Source: an optimization exercise on an open RTL-to-GDS flow (aim: small area and a short achievable clock period). Production flows keep margins and buffers that such runs may drop. In this exercise RTL edits were held to simulation tests only and were not proved equivalent to the original. Power is estimated from default activity; no workload was simulated.

**config.mk**
```make
export PLATFORM = sky130hd
export DESIGN_NAME = ssemi_adc_decimator_core
export DESIGN_NICKNAME = ssemi_adc_decimator_core
export VERILOG_FILES = /design/flow/design.v
export SDC_FILE = /design/flow/constraint.sdc
export NUM_CORES = 4
export LEC_CHECK = 0
export CAP_MARGIN = 20
export CORE_MARGIN = 2
export CORE_UTILIZATION = 45
export PLACE_DENSITY = 0.6
export SLEW_MARGIN = 20
```
**constraint.sdc**
```tcl
create_clock -name core_clock -period 12.0 [get_ports {i_clk}]
set_input_delay 2.4000 -clock core_clock [delete_from_list [all_inputs] [get_ports {i_clk}]]
set_output_delay 2.4000 -clock core_clock [all_outputs]
set_load 0.01 [all_outputs]
```
**design.v**
```verilog
`timescale 1ns/1ps
module ssemi_adc_decimator_rca #(
    parameter N = 7
) (
    input  wire [N-1:0] a,
    input  wire [N-1:0] b,
    input  wire         ci,
    output wire [N-1:0] s,
    output wire         co
);
    wire [N:0] c;
    assign c[0] = ci;
    genvar i;
    generate
        for (i = 0; i < N; i = i + 1) begin : bit_
            assign s[i]   = a[i] ^ b[i] ^ c[i];
            assign c[i+1] = (a[i] & b[i]) | (c[i] & (a[i] ^ b[i]));
        end
    endgenerate
    assign co = c[N];
endmodule
module ssemi_adc_decimator_da_tree (
    input  wire [20:0] s_in,
    input  wire [20:0] c_in,
    input  wire [18:0] r0,
    input  wire [18:0] r1,
    input  wire [18:0] r2,
    input  wire [18:0] r3,
    input  wire [2:0]  nc,
    input  wire        k20,
    input  wire        k21,
    output wire [1:0]  o,
    output wire [20:0] s_out,
    output wire [20:0] c_out
);
  wire t0s = c_in[0] ^ nc[0] ^ s_in[0];
  wire t0c = (c_in[0] & nc[0]) | (s_in[0] & (c_in[0] ^ nc[0]));
  wire t1s = t0s ^ r0[0] ^ r1[0];
  wire t1c = (t0s & r0[0]) | (r1[0] & (t0s ^ r0[0]));
  wire t2s = r2[0] ^ r3[0] ^ t1s;
  wire t2c = (r2[0] & r3[0]) | (t1s & (r2[0] ^ r3[0]));
  wire t3s = c_in[1] ^ nc[1] ^ s_in[1];
  wire t3c = (c_in[1] & nc[1]) | (s_in[1] & (c_in[1] ^ nc[1]));
  wire t4s = t0c ^ t3s ^ r0[1];
  wire t4c = (t0c & t3s) | (r0[1] & (t0c ^ t3s));
  wire t5s = r1[1] ^ r2[1] ^ r3[1];
  wire t5c = (r1[1] & r2[1]) | (r3[1] & (r1[1] ^ r2[1]));
  wire t6s = t1c ^ t4s ^ t5s;
  wire t6c = (t1c & t4s) | (t5s & (t1c ^ t4s));
  wire t7s = t2c ^ t6s;
  wire t7c = t2c & t6s;
  wire t8s = c_in[2] ^ nc[2] ^ s_in[2];
  wire t8c = (c_in[2] & nc[2]) | (s_in[2] & (c_in[2] ^ nc[2]));
  wire t9s = t3c ^ t8s ^ r0[2];
  wire t9c = (t3c & t8s) | (r0[2] & (t3c ^ t8s));
  wire t10s = r1[2] ^ r2[2] ^ r3[2];
  wire t10c = (r1[2] & r2[2]) | (r3[2] & (r1[2] ^ r2[2]));
  wire t11s = t4c ^ t5c ^ t10s;
  wire t11c = (t4c & t5c) | (t10s & (t4c ^ t5c));
  wire t12s = t9s ^ t6c ^ t11s;
  wire t12c = (t9s & t6c) | (t11s & (t9s ^ t6c));
  wire t13s = c_in[3] ^ s_in[3] ^ t8c;
  wire t13c = (c_in[3] & s_in[3]) | (t8c & (c_in[3] ^ s_in[3]));
  wire t14s = r0[3] ^ r1[3] ^ r2[3];
  wire t14c = (r0[3] & r1[3]) | (r2[3] & (r0[3] ^ r1[3]));
  wire t15s = r3[3] ^ t13s ^ t10c;
  wire t15c = (r3[3] & t13s) | (t10c & (r3[3] ^ t13s));
  wire t16s = t9c ^ t14s ^ t15s;
  wire t16c = (t9c & t14s) | (t15s & (t9c ^ t14s));
  wire t17s = t11c ^ t12c;
  wire t17c = t11c & t12c;
  wire t18s = c_in[4] ^ s_in[4] ^ r0[4];
  wire t18c = (c_in[4] & s_in[4]) | (r0[4] & (c_in[4] ^ s_in[4]));
  wire t19s = r1[4] ^ r2[4] ^ r3[4];
  wire t19c = (r1[4] & r2[4]) | (r3[4] & (r1[4] ^ r2[4]));
  wire t20s = t13c ^ t14c ^ t18s;
  wire t20c = (t13c & t14c) | (t18s & (t13c ^ t14c));
  wire t21s = t19s ^ t15c ^ t20s;
  wire t21c = (t19s & t15c) | (t20s & (t19s ^ t15c));
  wire t22s = t16c ^ t21s;
  wire t22c = t16c & t21s;
  wire t23s = c_in[5] ^ s_in[5] ^ r0[5];
  wire t23c = (c_in[5] & s_in[5]) | (r0[5] & (c_in[5] ^ s_in[5]));
  wire t24s = r1[5] ^ r2[5] ^ r3[5];
  wire t24c = (r1[5] & r2[5]) | (r3[5] & (r1[5] ^ r2[5]));
  wire t25s = t18c ^ t19c ^ t23s;
  wire t25c = (t18c & t19c) | (t23s & (t18c ^ t19c));
  wire t26s = t24s ^ t20c ^ t25s;
  wire t26c = (t24s & t20c) | (t25s & (t24s ^ t20c));
  wire t27s = t21c ^ t26s;
  wire t27c = t21c & t26s;
  wire t28s = c_in[6] ^ s_in[6] ^ r0[6];
  wire t28c = (c_in[6] & s_in[6]) | (r0[6] & (c_in[6] ^ s_in[6]));
  wire t29s = r1[6] ^ r2[6] ^ r3[6];
  wire t29c = (r1[6] & r2[6]) | (r3[6] & (r1[6] ^ r2[6]));
  wire t30s = t23c ^ t24c ^ t28s;
  wire t30c = (t23c & t24c) | (t28s & (t23c ^ t24c));
  wire t31s = t29s ^ t25c ^ t30s;
  wire t31c = (t29s & t25c) | (t30s & (t29s ^ t25c));
  wire t32s = t26c ^ t31s;
  wire t32c = t26c & t31s;
  wire t33s = c_in[7] ^ s_in[7] ^ r0[7];
  wire t33c = (c_in[7] & s_in[7]) | (r0[7] & (c_in[7] ^ s_in[7]));
  wire t34s = r1[7] ^ r2[7] ^ r3[7];
  wire t34c = (r1[7] & r2[7]) | (r3[7] & (r1[7] ^ r2[7]));
  wire t35s = t28c ^ t29c ^ t33s;
  wire t35c = (t28c & t29c) | (t33s & (t28c ^ t29c));
  wire t36s = t34s ^ t30c ^ t35s;
  wire t36c = (t34s & t30c) | (t35s & (t34s ^ t30c));
  wire t37s = t31c ^ t36s;
  wire t37c = t31c & t36s;
  wire t38s = c_in[8] ^ s_in[8] ^ r0[8];
  wire t38c = (c_in[8] & s_in[8]) | (r0[8] & (c_in[8] ^ s_in[8]));
  wire t39s = r1[8] ^ r2[8] ^ r3[8];
  wire t39c = (r1[8] & r2[8]) | (r3[8] & (r1[8] ^ r2[8]));
  wire t40s = t33c ^ t34c ^ t38s;
  wire t40c = (t33c & t34c) | (t38s & (t33c ^ t34c));
  wire t41s = t39s ^ t35c ^ t40s;
  wire t41c = (t39s & t35c) | (t40s & (t39s ^ t35c));
  wire t42s = t36c ^ t41s;
  wire t42c = t36c & t41s;
  wire t43s = c_in[9] ^ s_in[9] ^ r0[9];
  wire t43c = (c_in[9] & s_in[9]) | (r0[9] & (c_in[9] ^ s_in[9]));
  wire t44s = r1[9] ^ r2[9] ^ r3[9];
  wire t44c = (r1[9] & r2[9]) | (r3[9] & (r1[9] ^ r2[9]));
  wire t45s = t38c ^ t39c ^ t43s;
  wire t45c = (t38c & t39c) | (t43s & (t38c ^ t39c));
  wire t46s = t44s ^ t40c ^ t45s;
  wire t46c = (t44s & t40c) | (t45s & (t44s ^ t40c));
  wire t47s = t41c ^ t46s;
  wire t47c = t41c & t46s;
  wire t48s = c_in[10] ^ s_in[10] ^ r0[10];
  wire t48c = (c_in[10] & s_in[10]) | (r0[10] & (c_in[10] ^ s_in[10]));
  wire t49s = r1[10] ^ r2[10] ^ r3[10];
  wire t49c = (r1[10] & r2[10]) | (r3[10] & (r1[10] ^ r2[10]));
  wire t50s = t43c ^ t44c ^ t48s;
  wire t50c = (t43c & t44c) | (t48s & (t43c ^ t44c));
  wire t51s = t49s ^ t45c ^ t50s;
  wire t51c = (t49s & t45c) | (t50s & (t49s ^ t45c));
  wire t52s = t46c ^ t51s;
  wire t52c = t46c & t51s;
  wire t53s = c_in[11] ^ s_in[11] ^ r0[11];
  wire t53c = (c_in[11] & s_in[11]) | (r0[11] & (c_in[11] ^ s_in[11]));
  wire t54s = r1[11] ^ r2[11] ^ r3[11];
  wire t54c = (r1[11] & r2[11]) | (r3[11] & (r1[11] ^ r2[11]));
  wire t55s = t48c ^ t49c ^ t53s;
  wire t55c = (t48c & t49c) | (t53s & (t48c ^ t49c));
  wire t56s = t54s ^ t50c ^ t55s;
  wire t56c = (t54s & t50c) | (t55s & (t54s ^ t50c));
  wire t57s = t51c ^ t56s;
  wire t57c = t51c & t56s;
  wire t58s = c_in[12] ^ s_in[12] ^ r0[12];
  wire t58c = (c_in[12] & s_in[12]) | (r0[12] & (c_in[12] ^ s_in[12]));
  wire t59s = r1[12] ^ r2[12] ^ r3[12];
  wire t59c = (r1[12] & r2[12]) | (r3[12] & (r1[12] ^ r2[12]));
  wire t60s = t53c ^ t54c ^ t58s;
  wire t60c = (t53c & t54c) | (t58s & (t53c ^ t54c));
  wire t61s = t59s ^ t55c ^ t60s;
  wire t61c = (t59s & t55c) | (t60s & (t59s ^ t55c));
  wire t62s = t56c ^ t61s;
  wire t62c = t56c & t61s;
  wire t63s = c_in[13] ^ s_in[13] ^ r0[13];
  wire t63c = (c_in[13] & s_in[13]) | (r0[13] & (c_in[13] ^ s_in[13]));
  wire t64s = r1[13] ^ r2[13] ^ r3[13];
  wire t64c = (r1[13] & r2[13]) | (r3[13] & (r1[13] ^ r2[13]));
  wire t65s = t58c ^ t59c ^ t63s;
  wire t65c = (t58c & t59c) | (t63s & (t58c ^ t59c));
  wire t66s = t64s ^ t60c ^ t65s;
  wire t66c = (t64s & t60c) | (t65s & (t64s ^ t60c));
  wire t67s = t61c ^ t66s;
  wire t67c = t61c & t66s;
  wire t68s = c_in[14] ^ s_in[14] ^ r0[14];
  wire t68c = (c_in[14] & s_in[14]) | (r0[14] & (c_in[14] ^ s_in[14]));
  wire t69s = r1[14] ^ r2[14] ^ r3[14];
  wire t69c = (r1[14] & r2[14]) | (r3[14] & (r1[14] ^ r2[14]));
  wire t70s = t63c ^ t64c ^ t68s;
  wire t70c = (t63c & t64c) | (t68s & (t63c ^ t64c));
  wire t71s = t69s ^ t65c ^ t70s;
  wire t71c = (t69s & t65c) | (t70s & (t69s ^ t65c));
  wire t72s = t66c ^ t71s;
  wire t72c = t66c & t71s;
  wire t73s = c_in[15] ^ s_in[15] ^ r0[15];
  wire t73c = (c_in[15] & s_in[15]) | (r0[15] & (c_in[15] ^ s_in[15]));
  wire t74s = r1[15] ^ r2[15] ^ r3[15];
  wire t74c = (r1[15] & r2[15]) | (r3[15] & (r1[15] ^ r2[15]));
  wire t75s = t68c ^ t69c ^ t73s;
  wire t75c = (t68c & t69c) | (t73s & (t68c ^ t69c));
  wire t76s = t74s ^ t70c ^ t75s;
  wire t76c = (t74s & t70c) | (t75s & (t74s ^ t70c));
  wire t77s = t71c ^ t76s;
  wire t77c = t71c & t76s;
  wire t78s = c_in[16] ^ s_in[16] ^ r0[16];
  wire t78c = (c_in[16] & s_in[16]) | (r0[16] & (c_in[16] ^ s_in[16]));
  wire t79s = r1[16] ^ r2[16] ^ r3[16];
  wire t79c = (r1[16] & r2[16]) | (r3[16] & (r1[16] ^ r2[16]));
  wire t80s = t73c ^ t74c ^ t78s;
  wire t80c = (t73c & t74c) | (t78s & (t73c ^ t74c));
  wire t81s = t79s ^ t75c ^ t80s;
  wire t81c = (t79s & t75c) | (t80s & (t79s ^ t75c));
  wire t82s = t76c ^ t81s;
  wire t82c = t76c & t81s;
  wire t83s = c_in[17] ^ s_in[17] ^ r0[17];
  wire t83c = (c_in[17] & s_in[17]) | (r0[17] & (c_in[17] ^ s_in[17]));
  wire t84s = r1[17] ^ r2[17] ^ r3[17];
  wire t84c = (r1[17] & r2[17]) | (r3[17] & (r1[17] ^ r2[17]));
  wire t85s = t78c ^ t79c ^ t83s;
  wire t85c = (t78c & t79c) | (t83s & (t78c ^ t79c));
  wire t86s = t84s ^ t80c ^ t85s;
  wire t86c = (t84s & t80c) | (t85s & (t84s ^ t80c));
  wire t87s = t81c ^ t86s;
  wire t87c = t81c & t86s;
  wire t88s = c_in[18] ^ s_in[18] ^ r0[18];
  wire t88c = (c_in[18] & s_in[18]) | (r0[18] & (c_in[18] ^ s_in[18]));
  wire t89s = r1[18] ^ r2[18] ^ r3[18];
  wire t89c = (r1[18] & r2[18]) | (r3[18] & (r1[18] ^ r2[18]));
  wire t90s = t83c ^ t84c ^ t88s;
  wire t90c = (t83c & t84c) | (t88s & (t83c ^ t84c));
  wire t91s = t89s ^ t85c ^ t90s;
  wire t91c = (t89s & t85c) | (t90s & (t89s ^ t85c));
  wire t92s = t86c ^ t91s;
  wire t92c = t86c & t91s;
  wire t93s = c_in[19] ^ s_in[19] ^ t88c;
  wire t93c = (c_in[19] & s_in[19]) | (t88c & (c_in[19] ^ s_in[19]));
  wire t94s = t89c ^ t93s ^ t90c;
  wire t94c = (t89c & t93s) | (t90c & (t89c ^ t93s));
  wire t95s = t91c ^ t94s;
  wire t95c = t91c & t94s;
  wire t96s = c_in[20] ^ k20 ^ s_in[20];
  wire t96c = (c_in[20] & k20) | (s_in[20] & (c_in[20] ^ k20));
  wire t97s = t96s ^ t93c ^ t94c;
  wire t97c = (t96s & t93c) | (t94c & (t96s ^ t93c));
  wire t98s = k21 ^ t96c;
  wire t98c = k21 & t96c;
  assign o[0] = t2s;
  assign o[1] = t7s;
  assign s_out[0] = t7c;
  assign c_out[0] = t12s;
  assign s_out[1] = t16s;
  assign c_out[1] = t17s;
  assign s_out[2] = t17c;
  assign c_out[2] = t22s;
  assign s_out[3] = t22c;
  assign c_out[3] = t27s;
  assign s_out[4] = t27c;
  assign c_out[4] = t32s;
  assign s_out[5] = t32c;
  assign c_out[5] = t37s;
  assign s_out[6] = t37c;
  assign c_out[6] = t42s;
  assign s_out[7] = t42c;
  assign c_out[7] = t47s;
  assign s_out[8] = t47c;
  assign c_out[8] = t52s;
  assign s_out[9] = t52c;
  assign c_out[9] = t57s;
  assign s_out[10] = t57c;
  assign c_out[10] = t62s;
  assign s_out[11] = t62c;
  assign c_out[11] = t67s;
  assign s_out[12] = t67c;
  assign c_out[12] = t72s;
  assign s_out[13] = t72c;
  assign c_out[13] = t77s;
  assign s_out[14] = t77c;
  assign c_out[14] = t82s;
  assign s_out[15] = t82c;
  assign c_out[15] = t87s;
  assign s_out[16] = t87c;
  assign c_out[16] = t92s;
  assign s_out[17] = t92c;
  assign c_out[17] = t95s;
  assign s_out[18] = t95c;
  assign c_out[18] = t97s;
  assign s_out[19] = t97c;
  assign c_out[19] = t98s;
  assign s_out[20] = t98c;
  assign c_out[20] = 1'b0;
endmodule
module ssemi_adc_decimator_core (
    input  wire        i_clk,           
    input  wire        i_rst_n,         
    input  wire        i_enable,        
    input  wire        i_valid,         
    input  wire [15:0] i_data,          
    input  wire        i_coeff_we,      
    input  wire [1:0]  i_coeff_addr,    
    input  wire [17:0] i_coeff_data,    
    output wire        o_valid,         
    output wire [23:0] o_data,          
    output wire        o_overflow,      
    output wire        o_underflow      
);
    localparam [5:0] PH_LAST = 6'd35;
    reg        r_acc;      
    reg        r_clr;      
    reg [15:0] r_x;        
    always @(posedge i_clk or negedge i_rst_n) begin
        if (!i_rst_n) begin
            r_acc <= 1'b0;
            r_clr <= 1'b1;
            r_x   <= 16'd0;
        end else begin
            r_acc <= i_enable & i_valid;
            r_clr <= ~i_enable;
            r_x   <= i_data & {16{i_enable & i_valid}};
        end
    end
    reg       zp;          
    reg       dp;          
    reg [5:0] cnt;         
    reg [5:0] ph;          
    wire      ev = r_acc & (&cnt);
    always @(posedge i_clk or negedge i_rst_n) begin
        if (!i_rst_n) begin
            zp  <= 1'b1;
            dp  <= 1'b0;
            cnt <= 6'd0;
            ph  <= 6'd0;
        end else begin
            zp  <= r_clr;
            dp  <= ev;
            cnt <= r_clr ? 6'd0 : cnt + {5'd0, r_acc};
            if (r_clr)
                ph <= 6'd0;
            else if (ev)
                ph <= 6'd1;
            else if (ph != 6'd0 && ph != PH_LAST)
                ph <= ph + 6'd1;
            else
                ph <= 6'd0;
        end
    end
    wire [6:0] zc, gc, dc;
    reg  [6:1] zr, gr, dr;
    assign zc = {zr, zp};
    assign gc = {gr, r_acc & ~zp};
    assign dc = {dr, dp};
    always @(posedge i_clk or negedge i_rst_n) begin
        if (!i_rst_n) begin
            zr <= 6'h3f;
            gr <= 6'h00;
            dr <= 6'h00;
        end else begin
            zr <= zc[5:0];
            gr <= gc[5:0];
            dr <= dc[5:0];
        end
    end
    reg [6:0] x1;
    reg       x14a, x14b;
    reg [6:1] sg;
    always @(posedge i_clk or negedge i_rst_n) begin
        if (!i_rst_n) begin
            x1   <= 7'd0;
            x14a <= 1'b0;
            x14b <= 1'b0;
            sg   <= 6'd0;
        end else begin
            x1   <= r_x[13:7];
            x14a <= r_x[14];
            x14b <= x14a;
            sg   <= {sg[5:1], r_x[15]};
        end
    end
    wire [48:0] xs = {{3{1'b0}}, {4{sg[6]}}, {7{sg[5]}}, {7{sg[4]}}, {7{sg[3]}},
                      {6{sg[2]}}, x14b, x1, r_x[6:0]};
    reg [45:0] I0, I1, I2, I3, J;
    reg [29:0] cyf;        
    genvar d;
    generate
        for (d = 0; d < 7; d = d + 1) begin : seg
            localparam LO = 7 * d;
            localparam WD = (d == 6) ? 4 : 7;
            wire mI = ~zc[d];
            wire mJ = ~(zc[d] | dc[d]);
            wire g  = gc[d];
            wire [4:0] ci;
            wire [4:0] co;
            wire [WD-1:0] s0, s1, s2, s3, s4;
            if (d == 0) begin : c0_
                assign ci = 5'd0;
            end else begin : cn_
                assign ci = cyf[5*(d-1) +: 5];
            end
            ssemi_adc_decimator_rca #(.N(WD)) a0 (
                .a(I0[LO +: WD] & {WD{mI}}), .b(xs[LO +: WD]),
                .ci(ci[0]), .s(s0), .co(co[0]));
            ssemi_adc_decimator_rca #(.N(WD)) a1 (
                .a(I1[LO +: WD] & {WD{mI}}), .b(I0[LO +: WD] & {WD{g}}),
                .ci(ci[1]), .s(s1), .co(co[1]));
            ssemi_adc_decimator_rca #(.N(WD)) a2 (
                .a(I2[LO +: WD] & {WD{mI}}), .b(I1[LO +: WD] & {WD{g}}),
                .ci(ci[2]), .s(s2), .co(co[2]));
            ssemi_adc_decimator_rca #(.N(WD)) a3 (
                .a(I3[LO +: WD] & {WD{mI}}), .b(I2[LO +: WD] & {WD{g}}),
                .ci(ci[3]), .s(s3), .co(co[3]));
            ssemi_adc_decimator_rca #(.N(WD)) a4 (
                .a(J[LO +: WD] & {WD{mJ}}), .b(I3[LO +: WD] & {WD{g}}),
                .ci(ci[4]), .s(s4), .co(co[4]));
            always @(posedge i_clk) begin
                I0[LO +: WD] <= s0;
                I1[LO +: WD] <= s1;
                I2[LO +: WD] <= s2;
                I3[LO +: WD] <= s3;
                J[LO +: WD]  <= s4;
            end
            if (d < 6) begin : cy_
                always @(posedge i_clk) begin
                    cyf[5*d +: 5] <= co;
                end
            end
        end
    endgenerate
    reg [6:0] mr;          
    always @(posedge i_clk) begin
        case (ph[2:0])
            3'd2:    mr <= J[13:7];
            3'd3:    mr <= J[20:14];
            3'd4:    mr <= J[27:21];
            3'd5:    mr <= J[34:28];
            3'd6:    mr <= J[41:35];
            3'd7:    mr <= {3'd0, J[45:42]};
            default: mr <= J[6:0];
        endcase
    end
    reg         cz;        
    always @(posedge i_clk or negedge i_rst_n) begin
        if (!i_rst_n)
            cz <= 1'b1;
        else if (r_clr)
            cz <= 1'b1;
        else if (ph == 6'd11)
            cz <= 1'b0;
    end
    reg [195:0] Df;        
    reg [20:0]  pipe;      
    reg [4:1]   bc;        
    wire [6:0]  diff4;
    genvar k;
    generate
        for (k = 1; k <= 4; k = k + 1) begin : comb
            wire [6:0] ink;
            if (k == 1) begin : i1_
                assign ink = mr;
            end else begin : in_
                assign ink = pipe[7*(k-2) +: 7];
            end
            wire act = (ph >= k + 1) && (ph <= k + 7);
            wire fst = (ph == k + 1);
            wire [6:0] dk = Df[49*(k-1) +: 7] & {7{~cz}};
            wire [6:0] diff;
            wire       co;
            ssemi_adc_decimator_rca #(.N(7)) sub (
                .a(ink), .b(~dk), .ci(fst | bc[k]), .s(diff), .co(co));
            always @(posedge i_clk) begin
                bc[k] <= co;
                if (act)
                    Df[49*(k-1) +: 49] <= {ink, Df[49*(k-1)+7 +: 42]};
            end
            if (k < 4) begin : p_
                always @(posedge i_clk) pipe[7*(k-1) +: 7] <= diff;
            end else begin : l_
                assign diff4 = diff;
            end
        end
    endgenerate
    reg [31:0] c0;         
    always @(posedge i_clk) begin
        case (ph)
            6'd7:  c0[6:0]   <= diff4;
            6'd8:  c0[13:7]  <= diff4;
            6'd9:  c0[20:14] <= diff4;
            6'd10: c0[27:21] <= diff4;
            6'd11: c0[31:28] <= diff4[3:0];
            default: ;
        endcase
    end
    reg [17:0] h0, h1, h2, h3;
    always @(posedge i_clk or negedge i_rst_n) begin
        if (!i_rst_n) begin
            h0 <= 18'h10000;
            h1 <= 18'h0FFFF;
            h2 <= 18'h0FFFE;
            h3 <= 18'h0FFFD;
        end else if (i_coeff_we) begin
            case (i_coeff_addr)
                2'd0: h0 <= i_coeff_data;
                2'd1: h1 <= i_coeff_data;
                2'd2: h2 <= i_coeff_data;
                default: h3 <= i_coeff_data;
            endcase
        end
    end
    reg [3:1] hv;          
    always @(posedge i_clk or negedge i_rst_n) begin
        if (!i_rst_n)
            hv <= 3'd0;
        else if (r_clr)
            hv <= 3'd0;
        else if (ph == PH_LAST)
            hv <= {hv[2:1], 1'b1};
    end
    wire       enc = (ph >= 6'd8) && (ph <= 6'd23);
    wire       efirst = (ph == 6'd8);
    wire [3:0] e = {~ph[3], ph[2:0]};          
    wire [1:0] p0 = c0 >> {e, 1'b0};
    reg [31:0] ch1, ch2, ch3;   
    reg [3:0]  pv;              
    wire [3:0] b1 = {ch3[1] & hv[3], ch2[1] & hv[2], ch1[1] & hv[1], p0[1]};
    wire [3:0] b0 = {ch3[0] & hv[3], ch2[0] & hv[2], ch1[0] & hv[1], p0[0]};
    wire [3:0] bm = pv & {hv, 1'b1} & {4{~efirst}};
    wire [3:0] one = b0 ^ bm;
    wire [3:0] two = (b1 & ~b0 & ~bm) | (~b1 & b0 & bm);
    wire [3:0] neg = b1;
    wire [2:0] nneg = {2'd0, neg[0]} + {2'd0, neg[1]} + {2'd0, neg[2]} + {2'd0, neg[3]};
    reg [3:0] bone, btwo, bneg;
    reg [2:0] bnc;
    reg       da, dfirst;
    always @(posedge i_clk) begin
        bone   <= one & {4{enc}};
        btwo   <= two & {4{enc}};
        bneg   <= neg & {4{enc}};
        bnc    <= nneg & {3{enc}};
        da     <= enc;
        dfirst <= efirst;
        if (enc) begin
            pv  <= {ch3[1], ch2[1], ch1[1], p0[1]};
            ch1 <= {p0, ch1[31:2]};
            ch2 <= {ch1[1:0], ch2[31:2]};
            ch3 <= {ch2[1:0], ch3[31:2]};
        end
    end
    wire [18:0] rw [0:3];
    wire [17:0] hh [0:3];
    assign hh[0] = h0;
    assign hh[1] = h1;
    assign hh[2] = h2;
    assign hh[3] = h3;
    genvar t;
    generate
        for (t = 0; t < 4; t = t + 1) begin : row
            wire [18:0] m = ({19{bone[t]}} & {hh[t][17], hh[t]}) |
                            ({19{btwo[t]}} & {hh[t], 1'b0});
            wire [18:0] r = m ^ {19{bneg[t]}};
            assign rw[t] = {da & ~r[18], r[17:0]};
        end
    endgenerate
    reg  [20:0] S, C;      
    reg  [27:0] yl;        
    wire [1:0]  o2;
    wire [20:0] sn, cn;
    ssemi_adc_decimator_da_tree u_tree (
        .s_in(S & {21{~dfirst}}),
        .c_in(C & {21{~dfirst}}),
        .r0(rw[0]), .r1(rw[1]), .r2(rw[2]), .r3(rw[3]),
        .nc(bnc), .k20(dfirst), .k21(da),
        .o(o2), .s_out(sn), .c_out(cn)
    );
    always @(posedge i_clk) begin
        S  <= sn;
        C  <= cn;
        yl <= {o2, yl[27:2]};
    end
    wire over  = ~yl[27] & (|yl[26:23]);
    wire under = yl[27] & ~(&yl[26:23]);
    reg [23:0] od;
    reg        oo, ou, ov;
    always @(posedge i_clk) begin
        od <= over ? 24'h7fffff : (under ? 24'h800000 : yl[23:0]);
        oo <= over;
        ou <= under;
    end
    always @(posedge i_clk or negedge i_rst_n) begin
        if (!i_rst_n)
            ov <= 1'b0;
        else
            ov <= (ph == PH_LAST) & i_enable & ~r_clr;
    end
    assign o_valid     = ov;
    assign o_data      = od;
    assign o_overflow  = oo;
    assign o_underflow = ou;
endmodule
```
**run.sh**
```bash
#!/bin/bash
# synth_recipe.tcl (not shown) runs the flow's synth.tcl, then flattens the netlist and writes it again
# the make line also repeats each setting of config.mk as NAME=value (left out here)
make -C /OpenROAD-flow-scripts/flow DESIGN_CONFIG=/design/flow/config.mk WORK_HOME=/design/flow/orfs CLKGATE_MAP_FILE= SYNTH_SCRIPT=/design/flow/synth_recipe.tcl finish
```
==> notes.md, run 1 <==
PD cells=154 mW/mm2; Worst VDD drop=about 0.00012 V; Mapped Avg Cell Area=13.7 um2; overall routing resource usage=14.7%; post-synth design cell area=0.0366 mm2; r2r setup slk=6.95 ns; critical path type=flop to flop; FF+latch area=0.0215 mm2; relative slew slack=27.6%; Clock Sinks=approximately 870; Port Buffers=67; total gr overflow=0; TritonRoute pass-1 iters=7; CTS Buffer Depth=3; startpoint types=flop; Yosys cell types=56; hold_buf cts=0; ratio of cells with drive above 1 in the final layout=9.31%; routed wire length=59,000 um; ranking of synthesized cells by area=edfxtp_1 (27%), dfxtp_1 (22%), fa_1 (18%); crit path capture type=flop; Peak Freq=0.198 GHz; CTS tree=built; Die W=around 290 um; Area Overhead vs Synth=13.3%; Clock Power Share=between 40% and 50%; combinational power share=between 3 and 4%; Detail Route Antenna Nets=0; nets=3,148; initial detailed-routing violation count=945; post-synthesis register bit count=871; Layout fillers=6,780; initial antenna violation count=0; worst hold path type=flop to flop; Post-Place Cell Area=0.0384 mm2; first-pass GRT wire length=97,900 um; Primary FF master, synth=dfxtp_1; CTS root buffer=clkbuf_16; DP HPWL=39,700 um; design area=0.0415 mm2; Via density=4.66; cts bufs inserted=91; Least-Margin Pin Slew=1.08 ns; num ports=68; RSZ-0062 raised after global routing=no; Syn Inst Count=2,667; Async SR Flop Fraction=16.3%; initial core utilization=45.5%; Psw=1370 uW; Yosys top cell by area=edfxtp_1; switching part of the total=around a fifth; Post-synth EDFFs=325; H-tree Lvls=3; skew final=0.0383 ns; sequential share of power=52.1%; post-synth top area share=between 20% and 30%; Fin Setup TNS=0 ns; maximum number of pins on one net before global-route repair=97; Slew Viols, Final=0; drt wl/cell=15.2 um; Core Area=0.0805 mm2; DRC=0; Multi-input gate area=between 0.01 and 0.015 mm2; max_cap viols=0; Die Ht=289 um; synth warn=1; postcts setup bufs=0; Mapped Nets=3,070; cell-internal power=5020 uW; vias in the first global route=19,300; crit path time final=5.05 ns; final hold violation count=0; register area share after synthesis=58.6%; endpoints failing setup=0; Rows=roughly 100; via count of the routed design=about 18,000; critical path data arrival time=about 5.6 ns; maximum fanout along the worst path=17; Resized cells post-CTS=0; die area=0.0837 mm2; LEAKAGE=0.0167 uW; outcome=no timing/DRC/antenna violations; Final period util=42.1%; CP required=12.50 ns; clk slew on worst S/H paths=approximately 0.06 ns; worst skew pair latency=about 0.64 ns; Placer Congestion=0.844
routing by layer:
layer	GRT usage [%]	vias to the layer above	wire length [um]
met4	5.27	0	1970
li1	-	8627	-
met3	2.89	138	2300
met1	19.4	9021	26500
met5	0	-	0
met2	24.4	304	28200
metrics by stage:
stage | util, % | worst slack (ns) | std cells | total power, uW | hold slack (ns)
after floorplan | - | 6.72 | 2667 | 3510 | 0.331
after global placement | 47.7 | 7.02 | 3711 | 3610 | 0.335
after detailed placement | 47.7 | 6.96 | 3711 | 3630 | 0.336
after CTS | 51.5 | 6.93 | 3883 | 6480 | 0.349
after global routing | 51.5 | 6.69 | 3884 | 6650 | 0.355
final | 51.5 | 6.95 | 3885 | 6380 | 0.346
area by class of cell:
cell class / instances / area share (%)
Sequential cell: 871 / 51.7
Multi-Input combinational cell: 1336 / 32.5
Clock buffer: 122 / 6.17
Inverter: 363 / 3.28
Tap cell: 1060 / 3.20
Timing Repair Buffer: 82 / 1.91
Clock inverter: 50 / 1.25
Antenna cell: 1 / 0.00603
path summary, 6_finish.rpt:
check | endpoint | startpoint | depth (start not counted)
worst min-delay path | x1[6]$_DFF_PN0_ | r_x[13]$_DFF_PN0_ | 0
worst min register to register | x1[6]$_DFF_PN0_ | r_x[13]$_DFF_PN0_ | 0
min in group asynchronous | gr[6]$_DFF_PN0_ | i_rst_n | 1
worst max-delay path | pipe[6]$_DFF_P_ | ph[0]$_DFF_PN0_ | 14
max in group asynchronous | h0[15]$_DFFE_PN0P_ | i_rst_n | 2
worst max register to register | pipe[6]$_DFF_P_ | ph[0]$_DFF_PN0_ | 14
kinds of logic (layout without fill, tap and decap cells):
logic type | after synthesis | count (layout) | share of synthesized area (%)
AO/OA/AOI/OAI | 120 | 120 | 2.37
XOR/XNOR | 97 | 97 | 2.32
adder cells (fa/ha/maj) | 362 | 362 | 19.1
buffers and inverters | 460 | 617 | 4.74
flip-flops | 871 | 871 | 58.6
multiplexers | 90 | 90 | 2.92
other | 1 | 2 | 0.0102
AND/OR/NAND/NOR | 666 | 666 | 9.92
power by group through the flow:
| stage | sequential (uW) | combinational (uW) | clock [uW] |
|---|---|---|---|
| floorplan | 3340 | 167 | 0 |
| global placement | 3390 | 227 | 0 |
| detailed placement | 3390 | 239 | 0 |
| CTS | 3330 | 241 | 2910 |
| global route | 3340 | 273 | 3030 |
| finish | 3330 | 233 | 2820 |
registers in the layout, indices dropped and copies added (netlist names), 7 cells and up:
register / flops
ch3: 31
I2: 46
h3: 18
x1: 7
I1: 46
c0: 32
C: 20
h1: 18
ch1: 31
h0: 18
cyf: 30
I0: 46
mr: 7
yl: 28
S: 21
Df: 196
h2: 18
od: 24
ch2: 31
r_x: 16
I3: 46
J: 46
pipe: 21
cell usage after synthesis, types with 2 or more instances:
master,count
a31oi_1,4
inv_1,359
a22oi_1,71
mux4_2,2
nor3_1,7
edfxtp_1,325
xnor2_1,24
ha_1,34
and3_1,22
o21ai_1,7
nor4_1,2
dfxtp_1,404
mux2i_1,9
inv_2,3
o221ai_1,2
nor2_1,80
or3_1,2
mux2_1,40
a222oi_1,5
a22o_1,3
a32o_1,3
buf_1,5
nand3b_1,14
nand4_1,6
mux4_1,3
nor3b_1,2
a21oi_1,14
xor2_1,73
dfrtp_1,86
o21ai_0,4
nor2b_1,131
and2_1,121
dfstp_2,56
nand2_1,141
nand4b_1,3
clkbuf_1,90
fa_1,328
nand3_1,10
mux2_2,36
nand2b_1,120
critical path, cell delays in order (launching register included):
cell and delay [ns]:
dfrtp_1 0.67, inv_2 0.21, ha_1 0.40, nor2b_1 0.58
a21oi_1 0.19, fa_1 0.45, fa_1 0.45, fa_1 0.43
fa_1 0.39, inv_1 0.08, fa_1 0.16, inv_1 0.05
fa_1 0.37, inv_1 0.08, fa_1 0.41
cell usage in the layout, fill, tap and decap left out, types with 4 or more instances in the layout:
master,instances
clkbuf_1,18
edfxtp_1,325
nand2_1,141
nor2_1,79
clkbuf_8,8
mux2_2,36
nand3_1,9
clkbuf_16,95
and2_1,121
ha_1,34
nand2b_1,120
a22oi_1,71
and3_1,22
clkinv_1,16
mux2_1,40
o21ai_0,4
dfxtp_1,404
clkdlybuf4s50_1,66
nor2b_1,131
nand3b_1,14
buf_4,13
dfstp_2,56
a222oi_1,5
mux2i_1,9
nand4_1,6
o21ai_1,7
nor3_1,4
a21oi_1,14
clkinv_2,18
bufinv_16,8
xor2_1,73
dfrtp_1,86
a31oi_1,4
inv_1,359
xnor2_1,24
fa_1,328
==> run 2, diff against run 1 <==
--- a/design.v
+++ b/design.v
@@ -330,47 +330,47 @@
                 ph <= 6'd0;
         end
     end
-    wire [6:0] zc, gc, dc;
-    reg  [6:1] zr, gr, dr;
+    wire [7:0] zc, gc, dc;
+    reg  [7:1] zr, gr, dr;
     assign zc = {zr, zp};
     assign gc = {gr, r_acc & ~zp};
     assign dc = {dr, dp};
     always @(posedge i_clk or negedge i_rst_n) begin
         if (!i_rst_n) begin
-            zr <= 6'h3f;
-            gr <= 6'h00;
-            dr <= 6'h00;
+            zr <= 7'h7f;
+            gr <= 7'h00;
+            dr <= 7'h00;
         end else begin
-            zr <= zc[5:0];
-            gr <= gc[5:0];
-            dr <= dc[5:0];
+            zr <= zc[6:0];
+            gr <= gc[6:0];
+            dr <= dc[6:0];
         end
     end
-    reg [6:0] x1;
-    reg       x14a, x14b;
-    reg [6:1] sg;
+    reg [5:0] x1;
+    reg [2:0] x2a, x2b;
+    reg [7:1] sg;
     always @(posedge i_clk or negedge i_rst_n) begin
         if (!i_rst_n) begin
-            x1   <= 7'd0;
-            x14a <= 1'b0;
-            x14b <= 1'b0;
-            sg   <= 6'd0;
+            x1  <= 6'd0;
+            x2a <= 3'd0;
+            x2b <= 3'd0;
+            sg  <= 7'd0;
         end else begin
-            x1   <= r_x[13:7];
-            x14a <= r_x[14];
-            x14b <= x14a;
-            sg   <= {sg[5:1], r_x[15]};
+            x1  <= r_x[11:6];
+            x2a <= r_x[14:12];
+            x2b <= x2a;
+            sg  <= {sg[6:1], r_x[15]};
         end
     end
-    wire [48:0] xs = {{3{1'b0}}, {4{sg[6]}}, {7{sg[5]}}, {7{sg[4]}}, {7{sg[3]}},
-                      {6{sg[2]}}, x14b, x1, r_x[6:0]};
+    wire [47:0] xs = {{2{1'b0}}, {4{sg[7]}}, {6{sg[6]}}, {6{sg[5]}}, {6{sg[4]}},
+                      {6{sg[3]}}, {3{sg[2]}}, x2b, x1, r_x[5:0]};
     reg [45:0] I0, I1, I2, I3, J;
-    reg [29:0] cyf;        
+    reg [34:0] cyf;        
     genvar d;
     generate
-        for (d = 0; d < 7; d = d + 1) begin : seg
-            localparam LO = 7 * d;
-            localparam WD = (d == 6) ? 4 : 7;
+        for (d = 0; d < 8; d = d + 1) begin : seg
+            localparam LO = 6 * d;
+            localparam WD = (d == 7) ? 4 : 6;
             wire mI = ~zc[d];
             wire mJ = ~(zc[d] | dc[d]);
             wire g  = gc[d];
@@ -404,23 +404,24 @@
                 I3[LO +: WD] <= s3;
                 J[LO +: WD]  <= s4;
             end
-            if (d < 6) begin : cy_
+            if (d < 7) begin : cy_
                 always @(posedge i_clk) begin
                     cyf[5*d +: 5] <= co;
                 end
             end
         end
     endgenerate
-    reg [6:0] mr;          
+    reg [5:0] mr;          
     always @(posedge i_clk) begin
         case (ph[2:0])
-            3'd2:    mr <= J[13:7];
-            3'd3:    mr <= J[20:14];
-            3'd4:    mr <= J[27:21];
-            3'd5:    mr <= J[34:28];
-            3'd6:    mr <= J[41:35];
-            3'd7:    mr <= {3'd0, J[45:42]};
-            default: mr <= J[6:0];
+            3'd2:    mr <= J[11:6];
+            3'd3:    mr <= J[17:12];
+            3'd4:    mr <= J[23:18];
+            3'd5:    mr <= J[29:24];
+            3'd6:    mr <= J[35:30];
+            3'd7:    mr <= J[41:36];
+            3'd0:    mr <= {2'd0, J[45:42]};
+            default: mr <= J[5:0];
         endcase
     end
     reg         cz;        
@@ -429,36 +430,35 @@
             cz <= 1'b1;
         else if (r_clr)
             cz <= 1'b1;
-        else if (ph == 6'd11)
+        else if (ph == 6'd12)
             cz <= 1'b0;
     end
-    reg [195:0] Df;        
-    reg [20:0]  pipe;      
+    reg [191:0] Df;        
+    reg [17:0]  pipe;      
     reg [4:1]   bc;        
-    wire [6:0]  diff4;
+    wire [5:0]  diff4;
     genvar k;
     generate
         for (k = 1; k <= 4; k = k + 1) begin : comb
-            wire [6:0] ink;
+            wire [5:0] ink;
             if (k == 1) begin : i1_
                 assign ink = mr;
             end else begin : in_
-                assign ink = pipe[7*(k-2) +: 7];
+                assign ink = pipe[6*(k-2) +: 6];
             end
-            wire act = (ph >= k + 1) && (ph <= k + 7);
-            wire fst = (ph == k + 1);
-            wire [6:0] dk = Df[49*(k-1) +: 7] & {7{~cz}};
-            wire [6:0] diff;
+            wire act = (ph >= k + 1) && (ph <= k + 8);
+            wire [5:0] dk = Df[48*(k-1) +: 6] & {6{~cz}};
+            wire [5:0] diff;
             wire       co;
-            ssemi_adc_decimator_rca #(.N(7)) sub (
-                .a(ink), .b(~dk), .ci(fst | bc[k]), .s(diff), .co(co));
+            ssemi_adc_decimator_rca #(.N(6)) sub (
+                .a(ink), .b(~dk), .ci(bc[k]), .s(diff), .co(co));
             always @(posedge i_clk) begin
-                bc[k] <= co;
+                bc[k] <= (ph == k) | co;    
                 if (act)
-                    Df[49*(k-1) +: 49] <= {ink, Df[49*(k-1)+7 +: 42]};
+                    Df[48*(k-1) +: 48] <= {ink, Df[48*(k-1)+6 +: 42]};
             end
             if (k < 4) begin : p_
-                always @(posedge i_clk) pipe[7*(k-1) +: 7] <= diff;
+                always @(posedge i_clk) pipe[6*(k-1) +: 6] <= diff;
             end else begin : l_
                 assign diff4 = diff;
             end
@@ -467,11 +467,12 @@
     reg [31:0] c0;         
     always @(posedge i_clk) begin
         case (ph)
-            6'd7:  c0[6:0]   <= diff4;
-            6'd8:  c0[13:7]  <= diff4;
-            6'd9:  c0[20:14] <= diff4;
-            6'd10: c0[27:21] <= diff4;
-            6'd11: c0[31:28] <= diff4[3:0];
+            6'd7:  c0[3:0]   <= diff4[5:2];
+            6'd8:  c0[9:4]   <= diff4;
+            6'd9:  c0[15:10] <= diff4;
+            6'd10: c0[21:16] <= diff4;
+            6'd11: c0[27:22] <= diff4;
+            6'd12: c0[31:28] <= diff4[3:0];
             default: ;
         endcase
     end
==> notes.md, run 2 <==
nets=3,223 (was 3,148); max_cap viols=0 (unchanged); synth warn=1 (unchanged); GR Util met3=2.46% (was 2.89%); CP required=9.60 ns (was 12.50 ns); sequential share of power=51.7% (was 52.1%); crit path time final=4.05 ns (was 5.05 ns); Rows=104 (unchanged); Layout fillers=6,803 (was 6,780); Area Overhead vs Synth=13.3% (about the same); CTS tree=built (unchanged); fin util=51.7% (was 51.5%); GR Util met2=24.7% (was 24.4%); postcts setup bufs=0 (unchanged); initial core utilization=45.6% (was 45.5%); PD cells=153 mW/mm2 (was 154 mW/mm2); post-synth top area share=26.2% (was 26.6%); RSZ-0062 raised after global routing=no (unchanged); first-pass GRT wire length=101,000 um (was 97,900 um); Port Buffers=67 (unchanged); Post-Synth Simple-Gate Area=9.60% (was 9.92%); relative slew slack=30.5% (was 27.6%); worst hold path type=flop to flop (unchanged); Max stage delay on crit path=0.70 ns (was 0.67 ns); commonest non-fill, non-tap cell in the layout=inv_1 (was dfxtp_1); Mapped Nets=3,141 (was 3,070); Detail Route Antenna Nets=0 (unchanged); critical path type=flop to output pin (was flop to flop); switching part of the total=21.0% (was 21.4%); Post-synth EDFFs=321 (was 325); Antenna diodes=0 (was 1); clk slew on worst S/H paths=0.06 ns (about the same); Crit path buffers/inverters=1 (was 4); final hold violation count=0 (unchanged); Psw=1340 uW (was 1370 uW); Peak Freq=0.247 GHz (was 0.198 GHz); LEAKAGE=0.0169 uW (was 0.0167 uW); routed wire length=59,900 um (was 59,000 um); Clock Power Share=45.0% (was 44.2%); hold_ws=0.344 ns (was 0.346 ns); critical-path cell list=clkdlybuf4s50_1 (was inv_2 > ha_1 > nor2b_1 > a21oi_1 > fa_1 > fa_1 > fa_1 > fa_1 > inv_1 > fa_1 > inv_1 > fa_1 > inv_1 > fa_1); Via density=4.67 (was 4.66); total gr overflow=0 (unchanged); register name with the most flops=Df (unchanged); initial detailed-routing violation count=867 (was 945); Yosys top cell by area=edfxtp_1 (unchanged); maximum number of pins on one net before global-route repair=80 (was 97); Syn Inst Count=2,742 (was 2,667); vias in the first global route=20,000 (was 19,300); post-synthesis compound-gate area fraction=2.32% (was 2.37%); skew final=0.0206 ns (was 0.0383 ns); TritonRoute pass-1 iters=8 (was 7); crit path capture type=output pin (was flop); drt wl/cell=15.1 um (was 15.2 um); DP HPWL=40,800 um (was 39,700 um); ranking of synthesized cells by area=edfxtp_1 (26%), dfxtp_1 (22%), fa_1 (18%) (was edfxtp_1 (27%), dfxtp_1 (22%), fa_1 (18%)); routing usage on met1=19.5% (was 19.4%); die area=0.0842 mm2 (was 0.0837 mm2); CTS root buffer=clkbuf_16 (unchanged); Clock Sinks=875 (was 871); CTS Buffer Depth=3 (unchanged); power after layout=6390 uW (was 6380 uW); Slew Viols, Final=0 (unchanged); CP top delay family=buffers and inverters (was adder cells); mux cell area share after synthesis=2.99% (was 2.92%); post-synthesis register bit count=875 (was 871); outcome=no timing/DRC/antenna violations (unchanged); endpoints failing setup=0 (unchanged); Die W=290 um (was 289 um); Mapped Avg Cell Area=13.4 um2 (was 13.7 um2); most frequent cells in the layout=inv_1 (453), dfxtp_1 (403), fa_1 (324) (was dfxtp_1 (404), inv_1 (359), fa_1 (328)); GRT busiest layer=met2 (unchanged); DRC=0 (unchanged); hold_buf cts=0 (unchanged); Fin Setup TNS=0 ns (unchanged); Die Ht=290 um (was 289 um); via count of the routed design=18,500 (was 18,100); Primary FF master, synth=dfxtp_1 (unchanged); critical path data arrival time=1.65 ns (was 5.55 ns); ratio of cells with drive above 1 in the final layout=10.5% (was 9.31%); Post-synth top cells=inv_1 (453), dfxtp_1 (405), fa_1 (324), edfxtp_1 (321), nand2_1 (175) (was dfxtp_1 (404), inv_1 (359), fa_1 (328), edfxtp_1 (325), nand2_1 (141)); Placer Congestion=0.813 (was 0.844); Least-Margin Pin Slew=1.04 ns (was 1.08 ns); main combinational cell family by area after synthesis=adder cells (unchanged); Final period util=33.8% (was 42.1%); Core Area=0.0808 mm2 (was 0.0805 mm2); post-synth design cell area=0.0369 mm2 (was 0.0366 mm2); XOR/XNOR Fraction of Synth Area=2.30% (was 2.32%); cell-internal power=5040 uW (was 5020 uW); worst skew pair latency=0.64 ns (about the same); Largest register FFs=192 (was 196); Slowest cell on crit path=clkdlybuf4s50_1 (was dfrtp_1); H-tree Lvls=3 (unchanged); num ports=68 (unchanged); post-synthesis adder-cell area fraction=18.8% (was 19.1%); Resized cells post-CTS=0 (unchanged); maximum fanout along the worst path=1 (was 17); cts bufs inserted=90 (was 91); Async SR Flop Fraction=17.0% (was 16.3%); Yosys cell types=52 (was 56); Worst VDD drop=0.000118 V (was 0.000121 V); register area share after synthesis=58.5% (was 58.6%); startpoint types=flop (unchanged); overall routing resource usage=14.7% (about the same); cell with the most instances after synthesis=inv_1 (was dfxtp_1); combinational power share=3.3% (was 3.7%); initial antenna violation count=0 (unchanged)
-- run 2: path summary, 6_finish.rpt --
path                       slack, ns  cells past startpoint                 to              start
max                             7.95                      1            o_valid       ov$_DFF_PN0_
min                             0.34                      0   x2a[1]$_DFF_PN0_  r_x[13]$_DFF_PN0_
max reg2reg                     7.97                     10   c0[27]$_DFFE_PP_     cz$_DFFE_PN1P_
min reg2reg                     0.34                      0   x2a[1]$_DFF_PN0_  r_x[13]$_DFF_PN0_
max in group asynchronous       8.71                      2  h0[4]$_DFFE_PN0P_            i_rst_n
min in group asynchronous       1.84                      1    x1[1]$_DFF_PN0_            i_rst_n
-- run 2: power groups by stage --
stage	clock network, uW	registers [uW]	logic (uW)
global route	3070	3320	245
detailed placement	0	3370	217
floorplan	0	3330	150
global placement	0	3360	206
CTS	2960	3300	218
finish	2870	3300	212
-- run 2: cell type report --
class                      instances  area [um2]  area share (%)
tap                             1060        1330            3.18
clock inverter                    44         488            1.17
timing repair buffer              78         754            1.81
multi-input combinational       1325       13300            31.9
inverter                         454        1700            4.08
clock buffer                     126        2610            6.26
sequential                       875       21500            51.6
-- run 2: through the flow --
stage	cell area, um2	worst slack [ns]	std cells
CTS	41700	7.91	3962
finish	41800	7.95	3962
global placement	38600	7.65	3792
floorplan	36900	6.34	2742
detailed placement	38600	7.62	3792
global route	41800	7.74	3962
-- run 2: layer usage --
metal  share of wire, %  wire length (um)
met1                 45             26800
met2                 49             29500
met3                3.3              2000
met4                2.6              1550
met5                  0                 0
-- run 2: logic make-up after synthesis --
kind of cell	after synthesis
flops	875
simple gates	666
buf+inv	542
fa+ha+maj	358
compound gates	115
xor+xnor	97
mux	88
other cells	1

afterwards: timing with drivers on the ports:
The flow's constraints put no driver on any port. The routed layouts listed below were extracted and timed again, unchanged, in two steps. Step 1 sets driving cells, clkbuf_16 on the clock port and buf_2 on the other inputs (assumed; they add their load-dependent delay and slew). Step 2 also shifts input and output timing later by t, the mid clock arrival at the registers, as if the neighbouring blocks saw the same clock. Slacks: ideal ports / drivers / drivers and shift; pairs: ideal ports / drivers.
| run | shift t [ns] | setup slack, ns | worst setup path after step 2 | clock arrival spread, ns |
|---|---|---|---|---|
| run 1 | 0.682 | 6.947 / 6.947 / 6.947 | register to register | 0.041 / 0.042 |
| run 2 | 0.697 | 7.948 / 7.880 / 7.606 | input to register | 0.022 / 0.022 |
After both steps every run listed still meets setup and hold. The setup slack of run 2, which loses most, moves by -0.068 ns with the drivers and by -0.342 ns with both steps.
